Background: an optimization exercise with open tools, aiming at small area, a short achievable clock period and few clock cycles. Do not read the settings as production practice. Only simulation tests tie the RTL to the original design; equivalence was not proved.

==> run.sh <==
#!/bin/bash
# synth_recipe.tcl (not shown) runs the flow's synth.tcl, then flattens the netlist and writes it again
# the make line also repeats each setting of config.mk as NAME=value (left out here)
make -C /OpenROAD-flow-scripts/flow DESIGN_CONFIG=/design/flow/config.mk WORK_HOME=/design/flow/orfs CLKGATE_MAP_FILE= SYNTH_SCRIPT=/design/flow/synth_recipe.tcl finish
==> config.mk <==
export PLATFORM = sky130hd
export DESIGN_NAME = RSA
export DESIGN_NICKNAME = RSA
export VERILOG_FILES = /design/flow/design.v
export SDC_FILE = /design/flow/constraint.sdc
export NUM_CORES = 4
export LEC_CHECK = 0
export CAP_MARGIN = 20
export CORE_MARGIN = 2
export CORE_UTILIZATION = 40
export SLEW_MARGIN = 20
==> constraint.sdc <==
create_clock -name core_clock -period 400.0 [get_ports {clk}]
set_input_delay 80.0000 -clock core_clock [delete_from_list [all_inputs] [get_ports {clk}]]
set_output_delay 80.0000 -clock core_clock [all_outputs]
set_load 0.01 [all_outputs]
==> design.v <==
module MM(
  input wire clk,
  input wire [31:0] in_temp_key,
  input wire [31:0] in_text,
  input wire [31:0] in_answer,
  input wire [31:0] in_N,
  output reg [31:0] MM_temp_key,
  output reg [31:0] MM_text,
  output reg [31:0] MM_answer
);
wire [31:0] op_b = (in_temp_key % 2 == 0) ? in_text : in_answer;
wire [63:0] prod = in_text * op_b;
reg  [32:0] rem;
reg  [33:0] diff;
reg  [31:0] red;
integer k;
always@* begin
  rem = 33'd0;
  for(k = 63; k >= 0; k = k - 1) begin
    rem  = {rem[31:0], prod[k]};
    diff = {1'b0, rem} - {2'b00, in_N};
    if(!diff[33])
      rem = diff[32:0];
  end
  red = rem[31:0];
end
always@ (posedge clk) begin
  if(in_temp_key % 2 == 0) begin
    MM_text <= red;
    MM_answer <= in_answer;
    MM_temp_key <= in_temp_key/2;
  end
  else begin
    MM_text   <= in_text;
    MM_answer <= red;
    MM_temp_key <= in_temp_key-1;
  end
end
endmodule
module SBPRSA (
  input wire clk,
  input wire rst_n,
  input wire exe,
  input wire [31:0]data,
  input wire [31:0] MM_temp_key,
  input wire [31:0] MM_text,
  input wire [31:0] MM_answer,
  output reg en,
  output reg [7:0] addr,
  output reg [31:0]result,
  output reg [1:0]status,
  output reg o_en,
  output reg [31:0] in_temp_key,
  output reg [31:0] in_text,
  output reg [31:0] in_answer,
  output reg [31:0] in_N
);
  reg       [ 3:0] state, state_next;
  parameter [ 3:0] IDLE       = 4'b0000;
  parameter [ 3:0] LOAD_KEY   = 4'b0001;
  parameter [ 3:0] CATCH_KEY  = 4'b0010;
  parameter [ 3:0] GET_KEY    = 4'b0011;
  parameter [ 3:0] LOAD_DATA  = 4'b0100;
  parameter [ 3:0] CATCH_DATA = 4'b0101;
  parameter [ 3:0] CALC       = 4'b0110;
  parameter [ 3:0] CALC2      = 4'b1010;
  parameter [ 3:0] OUT        = 4'b0111;
  parameter [ 3:0] OUT2       = 4'b1000;
  parameter [ 3:0] FINISH     = 4'b1001;
  reg [7:0] i,i_next;
  reg [31:0] kkk,kkk_next;
  reg [31:0] nnn,nnn_next;
  reg [31:0] text,text_next;
  reg [31:0] answer,answer_next;
  reg [31:0] key,key_next;
  reg [31:0] temp_key,temp_key_next;
  reg [31:0] N,N_next;
always@ (posedge clk or negedge rst_n) begin
  if(!rst_n)begin
    state <= IDLE;
    en    <= 1'b0;
  end
  else begin
    state <= state_next;
    en    <= 1'b1;
  end
end
always@ (posedge clk) begin
    i     <= i_next;
    key   <= key_next;
    N     <= N_next;
    kkk   <= kkk_next;
    nnn   <= nnn_next;
    text   <= text_next;
    answer <= answer_next;
    temp_key <= temp_key_next;
end
always@* begin
  case(state)
      IDLE:begin
        if(exe)
          state_next = LOAD_KEY;
        else
          state_next = IDLE;
      end
      LOAD_KEY:begin
          state_next = CATCH_KEY;
      end
      CATCH_KEY:begin
          state_next = GET_KEY;
      end
      GET_KEY:begin
        if(i != 191)
            state_next = LOAD_KEY;
        else
            state_next = LOAD_DATA;
      end
      LOAD_DATA:begin
          state_next = CATCH_DATA;
      end
      CATCH_DATA:begin
          state_next = CALC;
      end
      CALC:begin
          state_next = CALC2;
      end
      CALC2:begin
        if(temp_key > 0)
          state_next = CALC;
        else
          state_next = OUT;
      end
      OUT :begin
          state_next = OUT2;
      end
      OUT2:begin
        if(i<63)
          state_next = LOAD_DATA;
        else
          state_next = FINISH;
      end
      FINISH:begin
          state_next = FINISH;
      end
      default:begin
        state_next = IDLE;
      end
  endcase
end
always@* begin
  status        = 2'b01;
  addr          = i;
  i_next        = i;
  key_next      = key;
  temp_key_next = key;
  N_next        = N;
  o_en          = 1'b0;
  kkk_next      = 32'd0;
  nnn_next      = 32'd0;
  text_next     = 32'd0;
  answer_next   = 32'd1;
  result        = 32'd0;
  in_text       = 32'd0;
  in_N          = 32'd0;
  in_answer     = 32'd0;
  in_temp_key   = 32'd0;
  case(state)
      IDLE:begin
        status   = 2'b00;
        addr     = 8'd0;
        i_next   = 8'd127;
        key_next = 32'd0;
        temp_key_next = 32'd0;
        N_next   = 32'd0;
      end
      LOAD_KEY:begin
        temp_key_next = 32'd0;
      end
      CATCH_KEY:begin
        temp_key_next = 32'd0;
        if(i == 127)  begin
          kkk_next = data;
          nnn_next = 32'd0;
        end
        else begin
          kkk_next = 32'd0;
          nnn_next = data;
        end
      end
      GET_KEY:begin
        kkk_next = kkk;
        temp_key_next = 32'd0;
        nnn_next = nnn;
        if(i != 191)
          i_next = 8'd191;
        else
          i_next = 8'd0;
        if(i == 127)
          key_next = kkk;
        else
          N_next   = nnn;
      end
      LOAD_DATA:begin
      end
      CATCH_DATA:begin
        text_next = data;
      end
      CALC:begin
        in_text = text;
        in_N    = N;
        in_answer = answer;
        in_temp_key = temp_key;
        text_next = text;
        answer_next = answer;
        temp_key_next = temp_key;
      end
      CALC2:begin
        in_text = text;
        in_N    = N;
        in_answer = answer;
        in_temp_key = temp_key;
        text_next = MM_text;
        answer_next = MM_answer;
        temp_key_next = MM_temp_key;
      end
      OUT:begin
        o_en     = 1'b1;
        answer_next = answer;
        result   = answer;
      end
      OUT2:begin
        i_next   = i+8'd1;
        answer_next   = answer;
      end
      FINISH:begin
        status   = 2'b11;
        addr     = 8'd0;
        i_next   = 8'd127;
        key_next = 32'd0;
        temp_key_next = 32'd0;
        N_next   = 32'd0;
      end
      default:begin
        status   = 2'b00;
        addr     = 8'd0;
        i_next   = 8'd127;
        key_next = 32'd0;
        temp_key_next = 32'd0;
        N_next   = 32'd0;
      end
  endcase
end
endmodule
module RSA (
  input  wire        clk,
  input  wire        rst_n,
  input  wire        exe,
  input  wire [31:0] data,
  output wire        en,
  output wire [7:0]  addr,
  output wire [31:0] result,
  output wire [1:0]  status,
  output wire        o_en
);
  wire [31:0] MM_temp_key;
  wire [31:0] MM_text;
  wire [31:0] MM_answer;
  wire [31:0] in_temp_key;
  wire [31:0] in_text;
  wire [31:0] in_answer;
  wire [31:0] in_N;
  SBPRSA sbprsa
  (
    .clk(clk),
    .rst_n(rst_n),
    .exe(exe),
    .data(data),
    .en(en),
    .addr(addr),
    .result(result),
    .status(status),
    .o_en(o_en),
    .MM_temp_key(MM_temp_key),
    .MM_text(MM_text),
    .MM_answer(MM_answer),
    .in_temp_key(in_temp_key),
    .in_text(in_text),
    .in_answer(in_answer),
    .in_N(in_N)
  );
  MM mm
  (
    .clk(clk),
    .MM_temp_key(MM_temp_key),
    .MM_text(MM_text),
    .MM_answer(MM_answer),
    .in_temp_key(in_temp_key),
    .in_text(in_text),
    .in_answer(in_answer),
    .in_N(in_N)
  );
endmodule
==> results.json, run 1 <==
{
  "status": "timing/DRC/antenna clean",
  "critical_path.slowest_cell": "sky130_fd_sc_hd__fa_1",
  "finalMaxSlewViolations": 0,
  "drc_errors": 0,
  "timing.critical_path.slowest_cell_delay_ps": 580,
  "finalNetCount": 22820,
  "area_growth_pct": 7.843,
  "placed_cell_area_um2": 162100,
  "numCtsBuffers": 38,
  "worst_hold_path_type": "flip-flop to flip-flop",
  "port-buffer-count": 78,
  "final_cell_count_no_fill": 24630,
  "cts.sink_count": 333,
  "netlist-cell-type-count": 154,
  "max-cap-violations": 0,
  "post-synth-top-area-cell": "sky130_fd_sc_hd__ha_1",
  "clock-skew-final_ps": 56.52,
  "synth-edff-count": 232,
  "critPathLaunchType": "flip-flop",
  "timing.critical_path.required_ps": 400460,
  "routed_wl_mm": 572.0,
  "design.die.area_um2": 389900,
  "postSynthAreaPerCell_um2": 7.908,
  "worst_hold_startpoint": "sbprsa.nnn[4]$_SDFFCE_PP0N_",
  "depth_of_the_critical_timing_path_with_buffers_and_inverters_included": 699,
  "route.detailed.wl_per_inst_um": 23.23,
  "netlist_top_cells_area": "sky130_fd_sc_hd__ha_1, sky130_fd_sc_hd__fa_1, sky130_fd_sc_hd__mux2_2",
  "report.final.setup_viol": 0,
  "clock_tree.buffer_depth": 3,
  "detailedPlacementHpwl_mm": 449.7,
  "synthArstFlopShare_pct": 1.502,
  "final_worst_path_period_share_pct": 91.57,
  "yosysWarnings": 2,
  "post-synth-top-count-cell": "sky130_fd_sc_hd__ha_1",
  "route.detailed.vias_per_inst": 5.756,
  "worst-path-buf-inv": 36,
  "grt-ovfl-total": 0,
  "report.final.hold_viol_count": 0,
  "synth_ff_type": "sky130_fd_sc_hd__edfxtp_1",
  "clock-root-buffer": "sky130_fd_sc_hd__clkbuf_16",
  "synthesis.area_um2": 154000,
  "final_design_area_no_fill_um2": 166000,
  "detailedRoute.firstPassIterationCount": 8,
  "ant_nets": 0,
  "timing.critical_path.arrival_ps": 366750,
  "floorplan.core_area_um2": 382900,
  "hold_path_end": "sbprsa.N[4]$_SDFFCE_PN0P_",
  "wire_length_of_the_first_global_routing_pass_mm": 835.1,
  "initial_utilization_pct": 40.21,
  "grt.total_usage_pct": 27.94,
  "syn_inst": 19470,
  "place_worst_setup_slack_ps": 1841,
  "cp_delay_by_family_top": "compound AO/OA/AOI/OAI gates",
  "clkLatencyLatePin_ps": 640,
  "postSynthRegisterBits": 333,
  "h_tree_level_count": 2,
  "floorplan.rows": 227,
  "die_w_um": 624.4,
  "max_freq_mhz": 2.730,
  "die_height_um": 624.4,
  "synth_top_cell_area_share_pct": 18.55,
  "place_inst": 24430,
  "crit_path_start": "sbprsa.state[2]$_DFF_PN0_",
  "final.min_clock_period_ps": 366290,
  "max_slew_margin_pct": 10.93,
  "crit_path_frequent_cell": "sky130_fd_sc_hd__a21boi_0",
  "layout-drive-gt1-share_pct": 11.86,
  "io_pins": 79,
  "globalplace.congestion": 0.9775,
  "drc_violation_total_after_the_first_tritonroute_iteration": 10910,
  "number_of_global_route_vias_before_repair": 133800,
  "synthTopCellsByCount": "sky130_fd_sc_hd__ha_1, sky130_fd_sc_hd__inv_1, sky130_fd_sc_hd__nor2_1",
  "final_core_util_pct": 43.36,
  "pin_count_of_the_biggest_net_entering_global_routing": 166,
  "worstSetupEndpointType": "flip-flop",
  "synth.yosys.seq_area_share_pct": 5.855,
  "critical_path_class": "flip-flop to flip-flop",
  "clkSlewWorstSetupHoldPaths_ps": 60,
  "critPathMaxFanout": 50,
  "tritoncts": "built",
  "worstHoldPathCells": 1,
  "grt_antenna_before_repair": 21,
  "crit_path_end": "mm.MM_text[6]$_DFF_P_",
  "postLayoutSetupSlackWorst_ps": 33710,
  "dr_total_vias": 141800
}
-- per-layer routing --
| metal | GRT usage [%] | wire, um | up-vias |
|---|---|---|---|
| met5 | 0 | 26 | - |
| met4 | 13.00 | 32110 | 4 |
| met3 | 4.548 | 44420 | 1047 |
| met2 | 45.42 | 255900 | 5028 |
| met1 | 36.11 | 239500 | 67940 |
| li1 | - | - | 67730 |
-- layout by cell type, fill, tap and decap left out, drive strengths merged, types with 192 or more instances in the layout --
cell,instances
ha,2282
mux2i,484
inv,2095
a21boi,243
nand2,1718
o21ai,1434
nor2,1746
fa,959
a21oi,1425
nand2b,192
a21o,777
xnor2,868
edfxtp,232
and2,372
xor2,729
mux2,1263
buf,529
-- sequential cells by signal, indices dropped and copies added, names as in the netlist --
signal	count
mm.MM_answer	32
mm.MM_temp_key	32
mm.MM_text	32
sbprsa.N	32
sbprsa.answer	32
sbprsa.en	1
sbprsa.i	8
sbprsa.key	32
sbprsa.kkk	32
sbprsa.nnn	32
sbprsa.state	4
sbprsa.temp_key	32
sbprsa.text	32
-- metrics by stage --
| stage | hold slack [ps] | TNS [ps] |
|---|---|---|
| 3_3_place_gp | 499.5 | 0 |
| 5_1_grt | 521.5 | -32460 |
| 3_5_place_dp | 504.9 | 0 |
| 6_report | 499.3 | 0 |
| 4_1_cts | 488.7 | 0 |
| 2_1_floorplan | 458.4 | 0 |
-- layout make-up --
type                       count  area, um^2
clock inverter                17       214.0
tap                         5038        6304
sequential                   333        9017
clock buffer                  52        1054
timing repair buffer         612        5223
multi-input combinational  16470      136300
fill                       38530      216800
antenna                       16       40.04
inverter                    2092        7853
-- logic make-up (layout without fill, tap and decap cells) --
family / Yosys count / count (layout) / share of synthesized area, %
compound gates: 4986 / 4990 / 20.44
simple gates: 4872 / 4876 / 14.10
fa+ha+maj: 3241 / 3241 / 31.02
buf+inv: 2689 / 2773 / 6.938
mux: 1747 / 1747 / 12.57
xor+xnor: 1597 / 1597 / 9.086
flops: 333 / 333 / 5.855
other cells: 2 / 32 / 0.004878
-- repair_timing --
| item | CTS | global route |
|---|---|---|
| pin swaps | 0 | 43 |
| endpoints found under the hold margin | 0 | 0 |
| hold buffers | 0 | 0 |
| endpoints found under the setup margin | 61 | 64 |
| setup buffers | 0 | 102 |
| resized for setup | 2 | 586 |
| cloned | 0 | 15 |
Testbench counts, summed over its fixed seeds: cycles 126,504.
==> run 2, diff against run 1 <==
==> design.v (replaced) <==
module MM (
  input  wire [31:0] A,
  input  wire [31:0] B,
  input  wire [31:0] N,
  input  wire        force_sub,
  output wire [31:0] res
);
  wire [32:0] BN = {1'b0, B} + {1'b0, N};
  wire [32:0] Bx = {1'b0, B};
  wire [32:0] Nx = {1'b0, N[31:1], 1'b1};
  wire [31:0] S [0:32];
  wire [32:0] C [0:32];
  assign S[0] = 32'd0;
  assign C[0] = 33'd0;
  genvar i;
  generate
    for (i = 0; i < 32; i = i + 1) begin : row
      wire        q    = S[i][0] ^ C[i][0] ^ (A[i] & B[0]);
      wire        s_bn = A[i] & q;
      wire        s_b  = A[i] & ~q;
      wire        s_n  = ~A[i] & q;
      wire [32:0] sel  = ({33{s_bn}} & BN) | ({33{s_b}} & Bx) | ({33{s_n}} & Nx);
      wire [32:0] s3   = {1'b0, S[i]};
      wire [32:0] sum  = s3 ^ C[i] ^ sel;
      wire [32:0] cy   = (s3 & C[i]) | (s3 & sel) | (C[i] & sel);
      assign S[i+1] = sum[32:1];
      assign C[i+1] = {cy[32:1], s3[0] | C[i][0] | sel[0]};
    end
  endgenerate
  wire [32:0] T = {1'b0, S[32]} + C[32];
  wire [33:0] D = {1'b0, T} - {2'b00, N};
  assign res = (force_sub | ~D[33]) ? D[31:0] : T[31:0];
endmodule
module RSA (
  input  wire        clk,
  input  wire        rst_n,
  input  wire        exe,
  input  wire [31:0] data,
  output reg         en,
  output reg  [7:0]  addr,
  output wire [31:0] result,
  output reg  [1:0]  status,
  output reg         o_en
);
  localparam [3:0] IDLE = 4'd0,  LDN  = 4'd1,  LDK   = 4'd2,  FSUB = 4'd3,
                   SNI  = 4'd4,  DBL  = 4'd5,  SQR2  = 4'd6,  CIN  = 4'd7,
                   SQ   = 4'd8,  MUL  = 4'd9,  COUT  = 4'd10, LAST = 4'd11,
                   DONE = 4'd12;
  reg [3:0]  state;
  reg [5:0]  cnt;       
  reg [31:0] N;
  reg [31:0] key;
  reg [31:0] R2;        
  reg [31:0] base;      
  reg [31:0] acc;
  assign result = acc;
  reg [4:0] msb;
  integer k;
  always @* begin
    msb = 5'd0;
    for (k = 1; k < 32; k = k + 1)
      if (key[k]) msb = k[4:0];
  end
  wire key0 = (key == 32'd0);
  wire kbit = key[cnt[4:0]];
  reg  [31:0] opA;
  reg  [31:0] opB;
  always @* begin
    case (state)
      CIN:     opA = key0 ? 32'd1 : base;
      MUL:     opA = base;
      COUT:    opA = 32'd1;
      DBL:     opA = {acc[30:0], 1'b0};
      FSUB:    opA = 32'd0;
      default: opA = acc;
    endcase
    opB = (state == CIN) ? R2 : acc;
  end
  wire [31:0] mres;
  MM mm (.A(opA), .B(opB), .N(N), .force_sub(state == FSUB), .res(mres));
  always @(posedge clk or negedge rst_n) begin
    if (!rst_n) begin
      state  <= IDLE;
      en     <= 1'b0;
      addr   <= 8'd191;
      status <= 2'b00;
      o_en   <= 1'b0;
    end else begin
      en   <= 1'b1;
      o_en <= (state == COUT);
      case (state)
        IDLE: if (exe) begin state <= LDN; status <= 2'b01; end
        LDN:  begin state <= LDK; addr <= 8'd127; end
        LDK:  begin state <= FSUB; addr <= 8'd0; end
        FSUB: state <= N[31] ? DBL : SNI;
        SNI:  if (cnt == 6'd0) state <= DBL;
        DBL:  state <= SQR2;
        SQR2: if (cnt == 6'd0) begin state <= CIN; addr <= addr + 8'd1; end
        CIN:  state <= (msb == 5'd0) ? COUT : SQ;
        SQ:   if (kbit) state <= MUL;
              else if (cnt == 6'd0) state <= COUT;
        MUL:  state <= (cnt == 6'd0) ? COUT : SQ;
        COUT: begin
                addr  <= addr + 8'd1;
                state <= (addr == 8'd64) ? LAST : CIN;
              end
        LAST: begin state <= DONE; status <= 2'b11; end
        default: ;
      endcase
    end
  end
  always @(posedge clk) begin
    case (state)
      LDK:  N   <= data;
      FSUB: begin key <= data; cnt <= 6'd39; end
      SNI:  cnt <= cnt - 6'd1;
      DBL:  cnt <= 6'd4;
      SQR2: cnt <= cnt - 6'd1;
      CIN:  cnt <= {1'b0, msb - 5'd1};
      SQ:   if (!kbit) cnt <= cnt - 6'd1;
      MUL:  cnt <= cnt - 6'd1;
      default: ;
    endcase
    if (state == FSUB || state == SNI || state == DBL || state == SQR2 ||
        state == CIN || state == SQ || state == MUL || state == COUT)
      acc <= mres;
    if (state == SQR2)
      R2 <= mres;
    if (state == CIN)
      base <= mres;
    else if ((state == SQR2 && cnt == 6'd0) || state == COUT)
      base <= data;
  end
endmodule
==> results.json, run 2 <==
{
  "status": "timing/DRC/antenna clean",
  "finalNetCount": 7367,
  "route.detailed.wl_per_inst_um": 27.05,
  "post_cts_resized": 0,
  "yosysWarnings": 2,
  "hold_buffers": 0,
  "timing.critical_path.required_ps": 320000,
  "cts_post_setup_buffers_inserted": 0,
  "synth_top_cell_area_share_pct": 33.86,
  "post-synth-top-area-cell": "sky130_fd_sc_hd__fa_1",
  "grt_antenna_before_repair": 5,
  "finalMaxSlewViolations": 0,
  "report.final.setup_viol": 0,
  "number_of_global_route_vias_before_repair": 50510,
  "crit_chain": "clkdlybuf4s50_1",
  "max_freq_mhz": 12.25,
  "critPathLaunchType": "flip-flop",
  "clkSlewWorstSetupHoldPaths_ps": 70,
  "synthTopCellsByCount": "sky130_fd_sc_hd__a21oi_1, sky130_fd_sc_hd__fa_1, sky130_fd_sc_hd__clkbuf_1",
  "drc_errors": 0,
  "pin_count_of_the_biggest_net_entering_global_routing": 72,
  "final.min_clock_period_ps": 81640,
  "synth-edff-count": 166,
  "placed_cell_area_um2": 57190,
  "critPathMaxFanout": 4,
  "layout.cells.most_common": "sky130_fd_sc_hd__a21oi_1",
  "routed_wl_mm": 217.6,
  "max_slew_margin_pct": 21.70,
  "design.die.area_um2": 140900,
  "post-synth-top-count-cell": "sky130_fd_sc_hd__a21oi_1",
  "timing.critical_path.arrival_ps": 1640,
  "die_height_um": 375.4,
  "worstSetupEndpointType": "primary output",
  "wire_length_of_the_first_global_routing_pass_mm": 331.6,
  "postSynthRegisterBits": 182,
  "detailedRoute.firstPassIterationCount": 8,
  "globalplace.congestion": 0.9745,
  "drc_violation_total_after_the_first_tritonroute_iteration": 6297,
  "route.detailed.vias_per_inst": 6.380,
  "die_w_um": 375.4,
  "synth.yosys.seq_area_share_pct": 9.778,
  "detailedPlacementHpwl_mm": 167.6,
  "dr_total_vias": 51310,
  "final_cell_mix": "sky130_fd_sc_hd__a21oi_1, sky130_fd_sc_hd__fa_1, sky130_fd_sc_hd__nor2_1, sky130_fd_sc_hd__o21ai_0, sky130_fd_sc_hd__nand2_1",
  "synth_ff_type": "sky130_fd_sc_hd__edfxtp_1",
  "critical_path_class": "flip-flop to primary output",
  "final_worst_path_period_share_pct": 20.41,
  "tritoncts": "built",
  "h_tree_level_count": 4,
  "worst-path-buf-inv": 1,
  "timing.critical_path.slowest_cell_delay_ps": 670,
  "clkLatencyLatePin_ps": 450,
  "area_growth_pct": 4.777,
  "netlist_top_cells_area": "sky130_fd_sc_hd__fa_1, sky130_fd_sc_hd__a21oi_1, sky130_fd_sc_hd__edfxtp_1",
  "synthesis.area_um2": 55160,
  "initial_utilization_pct": 40.22,
  "layout-drive-gt1-share_pct": 8.711,
  "critical_path.slowest_cell": "sky130_fd_sc_hd__clkdlybuf4s50_1",
  "io_pins": 79,
  "postSynthAreaPerCell_um2": 8.258,
  "port-buffer-count": 78,
  "max_slew.worst_pin.slew_ps": 1174,
  "floorplan.core_area_um2": 137200,
  "setup_repair_after_global_routing_missed_its_margin": "false",
  "fin_tns_setup_ps": 0,
  "syn_inst": 6680,
  "floorplan.rows": 136,
  "max-cap-violations": 0,
  "numCtsBuffers": 17,
  "worst_hold_path_type": "flip-flop to flip-flop",
  "clock-root-buffer": "sky130_fd_sc_hd__clkbuf_16",
  "netlist-cell-type-count": 94,
  "clock_tree.buffer_depth": 2,
  "final_design_area_no_fill_um2": 57800,
  "ant_nets": 0,
  "grt-ovfl-total": 0,
  "cp_delay_by_family_top": "buffers and inverters",
  "synthArstFlopShare_pct": 8.791,
  "grt.total_usage_pct": 30.60,
  "clock-skew-final_ps": 10.23,
  "cts.sink_count": 182,
  "report.final.hold_viol_count": 0
}
-- run 2: changes by cell type after synthesis, moves of 695 or more --
cell	before	now
sky130_fd_sc_hd__a21o_1	770	63
sky130_fd_sc_hd__ha_1	2282	167
sky130_fd_sc_hd__inv_1	2091	229
sky130_fd_sc_hd__mux2_2	1173	104
sky130_fd_sc_hd__nand2_1	1714	456
sky130_fd_sc_hd__nor2_1	1735	594
sky130_fd_sc_hd__o21ai_0	1402	563
sky130_fd_sc_hd__xnor2_1	868	86
sky130_fd_sc_hd__xor2_1	729	34
-- run 2: final cells by class --
class                   count  area, um^2
clock inverters            14       171.4
diodes                      3       7.507
clock buffers              18       429.2
flip-flops and latches    182        5394
inverters                 230       865.8
multi-input cells        5487       46120
well taps                1794        2245
fillers                 13620       79350
repair buffers            314        2565
-- run 2: through the flow --
stage | worst slack, ps | cells | util [%] | hold WS, ps
after floorplan | 319280 | 6680 | - | 470.2
after global placement | 318640 | 8007 | 41.70 | 466.0
after detailed placement | 318630 | 8007 | 41.70 | 480.4
after CTS | 318350 | 8039 | 42.14 | 492.9
after global routing | 318310 | 8039 | 42.14 | 502.7
final | 318360 | 8042 | 42.14 | 486.9
-- run 2: kinds of logic after synthesis --
| group | synth area share [%] |
|---|---|
| compound gates | 27.21 |
| simple gates | 11.32 |
| fa+ha+maj | 37.65 |
| buf+inv | 7.270 |
| mux | 4.865 |
| flops | 9.778 |
| xor+xnor | 1.905 |
| other cells | 0.006798 |
-- run 2: worst min-delay path, cell delays in order (launching register included) --
cell and delay, ps:
sky130_fd_sc_hd__dfstp_2 390, sky130_fd_sc_hd__nand2_1 60, sky130_fd_sc_hd__nand2_1 40
-- run 2: routing by layer --
metal | wire [um] | track usage [%]
met1 | 86460 | 40.74
met2 | 99570 | 49.05
met3 | 21350 | 5.856
met4 | 9989 | 11.95
met5 | 207 | 0.7890
-- run 2: worst paths after layout --
kind                                 startpoint  slack [ps]                   end  cells after the start
setup / recovery               acc[0]$_DFFE_PP_      318360             result[0]                      1
hold / removal              addr[7]$_DFFE_PN1P_         490   addr[7]$_DFFE_PN1P_                      2
setup reg to reg           state[3]$_DFFE_PN0P_      334580    base[30]$_DFFE_PP_                    232
hold reg to reg             addr[7]$_DFFE_PN1P_         490   addr[7]$_DFFE_PN1P_                      2
max in group asynchronous                 rst_n      319580   addr[6]$_DFFE_PN0P_                      1
min in group asynchronous                 rst_n       79970  state[0]$_DFFE_PN0P_                      1
Testbench counts of run 2, summed over its fixed seeds: cycles 60,360.

==> static timing again, ports no longer ideal <==
Ports are ideal in the flow. The routed layouts listed here were re-timed in OpenROAD. Step 1, drivers: a clkbuf_16 drives clk and a buf_2 each remaining input, both assumed. Step 2 moves the port delays by t, midway between the first and last clock arrival at a register: inputs arrive t later, outputs are due t later. That takes back most of the time a late clock gives input paths. Three values: ideal ports, drivers, drivers and shift; two values: the first two.
| run | shift t [ns] | slack for setup (ns) | worst setup path at the end | worst register clock-pin slew, ns | worst slew at a driven data input, ns |
|---|---|---|---|---|---|
| run 1 | 0.668 | 33.713 / 33.713 / 33.713 | register to register | 0.07 / 0.07 | 0.05 |
| run 2 | 0.483 | 318.360 / 318.320 / 318.622 | input to register | 0.07 / 0.07 | 0.07 |
After both steps setup and hold are still met in every run listed.
